What follows belongs to an exercise in optimizing a design on an open flow for small area, a short achievable clock period and few clock cycles; a production flow would make more cautious choices. Function was checked by simulation only, so behaviour that the tests miss may differ from the original. Power figures rest on the tool's default switching activity, not on a simulated workload.

// med_filter
module med_filter(
    output reg [7:0] out,
    output reg out_valid,
    output reg [15:0] addr_med,
    output reg finished,
    output reg [15:0] addr_im,
    input  [7:0] dout_im,
    input start,
    input rst,
    input clk
    );
==> flow/config.mk <==
export PLATFORM = sky130hd
export DESIGN_NAME = med_filter
export DESIGN_NICKNAME = med_filter
export VERILOG_FILES = /design/flow/design.v
export SDC_FILE = /design/flow/constraint.sdc
export NUM_CORES = 4
export LEC_CHECK = 0
export CAP_MARGIN = 20
export CORE_MARGIN = 2
export CORE_UTILIZATION = 40
export CTS_BUF_LIST = sky130_fd_sc_hd__clkbuf_8
export CTS_CLUSTER_DIAMETER = 60
export CTS_CLUSTER_SIZE = 16
export SETUP_SLACK_MARGIN = 2.3
export SLEW_MARGIN = 20
==> flow/constraint.sdc <==
create_clock -name core_clock -period 4.5 [get_ports {clk}]
set_input_delay 0.9000 -clock core_clock [delete_from_list [all_inputs] [get_ports {clk}]]
set_output_delay 0.9000 -clock core_clock [all_outputs]
set_load 0.01 [all_outputs]
standard.sh (not shown) runs the stock make flow with config.mk's settings and CLKGATE_MAP_FILE= SYNTH_SCRIPT=/design/flow/synth_recipe.tcl, a recipe that flattens the netlist after the stock synthesis.
==> flow/flow/run.sh <==
#!/bin/bash
# Standard ORFS layout, with unrestricted resizing and plain buffers on the ports.
set -euo pipefail
bash standard.sh MATCH_CELL_FOOTPRINT=0 "BUFFER_PORTS_ARGS=-buffer_cell sky130_fd_sc_hd__buf_2" finish > standard.log 2>&1
Testbench counts at the start, summed over its fixed seeds: cycles 795,708.
Rerun with:
==> flow/flow/run.sh (replaced) <==
#!/bin/bash
# Standard ORFS layout, except: no full/half-adder cell extraction in synthesis
# (ABC maps the comparators freely), unrestricted resizing, plain port buffers.
set -euo pipefail
bash standard.sh ADDER_MAP_FILE= MATCH_CELL_FOOTPRINT=0 "BUFFER_PORTS_ARGS=-buffer_cell sky130_fd_sc_hd__buf_2" finish > standard.log 2>&1
CTS_BUF_LIST = not set   (was sky130_fd_sc_hd__clkbuf_8)
CTS_CLUSTER_DIAMETER = not set   (was 60)
CTS_CLUSTER_SIZE = not set   (was 16)
Effect: The new run finished with timing, DRC and antenna clean; worst setup slack is worse by 0.37 ns; sequential power fell by a few percent; combinational power fell by a quarter to a third; non-clock buffer count rose by 15; first-iteration DRC count rose by a quarter to a third; routed wire length fell slightly; via count rose by a few percent; synthesized cell count rose slightly; clock power rose by well over a third.
Rerun with:
==> flow/flow/run.sh (replaced) <==
#!/bin/bash
# Standard ORFS layout, with unrestricted resizing and plain buffers on the ports.
set -euo pipefail
bash standard.sh MATCH_CELL_FOOTPRINT=0 "BUFFER_PORTS_ARGS=-buffer_cell sky130_fd_sc_hd__buf_2" finish > standard.log 2>&1
CTS_BUF_LIST = sky130_fd_sc_hd__clkbuf_16   (was not set)
CTS_CLUSTER_DIAMETER = 80   (was not set)
CTS_CLUSTER_SIZE = 25   (was not set)
What happened: Core utilization decreases by 3.1 points. First-iteration DRC count decreases by about 18%. Cell area shrinks by 2.6%. Clock power shrinks by 35%. Worst setup slack gains 0.39 ns.
Rerun with:
CTS_BUF_LIST = not set   (was sky130_fd_sc_hd__clkbuf_16)
CTS_CLUSTER_DIAMETER = not set   (was 80)
CTS_CLUSTER_SIZE = not set   (was 25)
Via count goes up by about 1.8%.
Flip-flop and latch count stays the same.
Worst hold slack gains 0.0077 ns.
Sequential power stays flat.
Clock-buffer cell count goes up by 17.
Critical path depth is unchanged.
Setup slack gains 0.018 ns.
Final cell count goes up by 2.0%.
Final area goes up by 4.9%.
Routed wire length goes up by 2.0%.
Register-to-register slack gains 0.02 ns.

Another version of the RTL of med_filter (not shown whole).
Size in the first run: ~1400 cells after synthesis, roughly 53 I/O pins, about 0.012 mm2 of cells after synthesis.
export LEC_CHECK = 0
export ABC_AREA = 1
export CAP_MARGIN = 20
export CORE_MARGIN = 2
export CORE_UTILIZATION = 40
export CTS_BUF_LIST = sky130_fd_sc_hd__clkbuf_16
export CTS_CLUSTER_DIAMETER = 80
export CTS_CLUSTER_SIZE = 25
export SETUP_SLACK_MARGIN = 2.5
export SLEW_MARGIN = 20
create_clock -name core_clock -period 4.5 [get_ports {clk}]
==> flow/flow/run.sh <==
#!/bin/bash
# Standard ORFS layout, with unrestricted resizing and plain buffers on the ports.
set -euo pipefail
bash standard.sh MATCH_CELL_FOOTPRINT=0 "BUFFER_PORTS_ARGS=-buffer_cell sky130_fd_sc_hd__buf_2" finish > standard.log 2>&1
Testbench counts at the start, summed over its fixed seeds: cycles 795,708.
Next try:
--- a/flow/config.mk
+++ b/flow/config.mk
@@ -13,4 +13,4 @@
 export CTS_CLUSTER_DIAMETER = 80
 export CTS_CLUSTER_SIZE = 25
-export SETUP_SLACK_MARGIN = 2.5
+export SETUP_SLACK_MARGIN = 2.6
 export SLEW_MARGIN = 20
- The changed run ran to the end with no violations
- clock skew is about the same
- global-route usage came out higher by 0.40 points
- register-to-register slack loses 0.05 ns
- die area does not change
- sequential power barely changes
- total power came out higher by 3.1%
- flip-flop and latch count does not change
- worst hold slack barely changes
- first-iteration DRC count came out higher by 30%
Next try:
--- a/flow/config.mk
+++ b/flow/config.mk
@@ -6,5 +6,4 @@
 export NUM_CORES = 4
 export LEC_CHECK = 0
-export ABC_AREA = 1
 export CAP_MARGIN = 20
 export CORE_MARGIN = 2
@@ -13,4 +12,4 @@
 export CTS_CLUSTER_DIAMETER = 80
 export CTS_CLUSTER_SIZE = 25
-export SETUP_SLACK_MARGIN = 2.6
+export SETUP_SLACK_MARGIN = 2.3
 export SLEW_MARGIN = 20
Effect:
- The new run completed without violations
- via count shrinks by 15%
- worst hold slack got worse by 0.0033 ns
- first-iteration DRC count shrinks by 44%
- wire length shrinks by 7.8%
- clock power hardly moves
Next try:
--- a/flow/config.mk
+++ b/flow/config.mk
@@ -6,4 +6,5 @@
 export NUM_CORES = 4
 export LEC_CHECK = 0
+export ABC_AREA = 1
 export CAP_MARGIN = 20
 export CORE_MARGIN = 2
What happened:
- register-to-register slack gets better by 0.28 ns
- core utilization falls by 3.8 points
- die area came out higher by 5.0%

static timing again, ports no longer ideal:
In the flow no input, the clock included, has a driving cell. The finished layouts below were timed again as built, in two steps.
Step 1: set_driving_cell puts a clkbuf_16 on clk and a buf_2 on each other input, an assumption about the parent block.
Step 2 adds t to the input delays and takes it off the output delays; t is the mean of the earliest and latest rising clock arrival at the registers after step 1. Input paths then give back, and output paths get back, about the clock's delay inside the block.
Slacks: ideal ports / drivers / drivers and shift; pairs: ideal ports / drivers.
run	t (ns)	slack for setup (ns)	latest minus earliest clock arrival (ns)
the first run of note 1	0.621	2.212 / 2.212 / 2.212	0.025 / 0.025
the second run of note 1	0.597	1.842 / 1.842 / 1.842	0.008 / 0.008
the third run of note 1	0.546	2.227 / 2.227 / 2.227	0.032 / 0.032
the fourth run of note 1	0.602	2.245 / 2.245 / 2.214	0.010 / 0.010
the first run of note 2	0.529	2.544 / 2.498 / 2.168	0.020 / 0.020
the second run of note 2	0.529	2.502 / 2.502 / 2.264	0.022 / 0.022
the third run of note 2	0.555	2.147 / 2.147 / 2.147	0.023 / 0.022
the fourth run of note 2	0.536	2.422 / 2.397 / 2.055	0.022 / 0.021
After both steps every run listed still meets setup and hold. The setup slack of the first run of note 2, which loses most, moves by -0.046 ns with the drivers and by -0.376 ns with both steps.
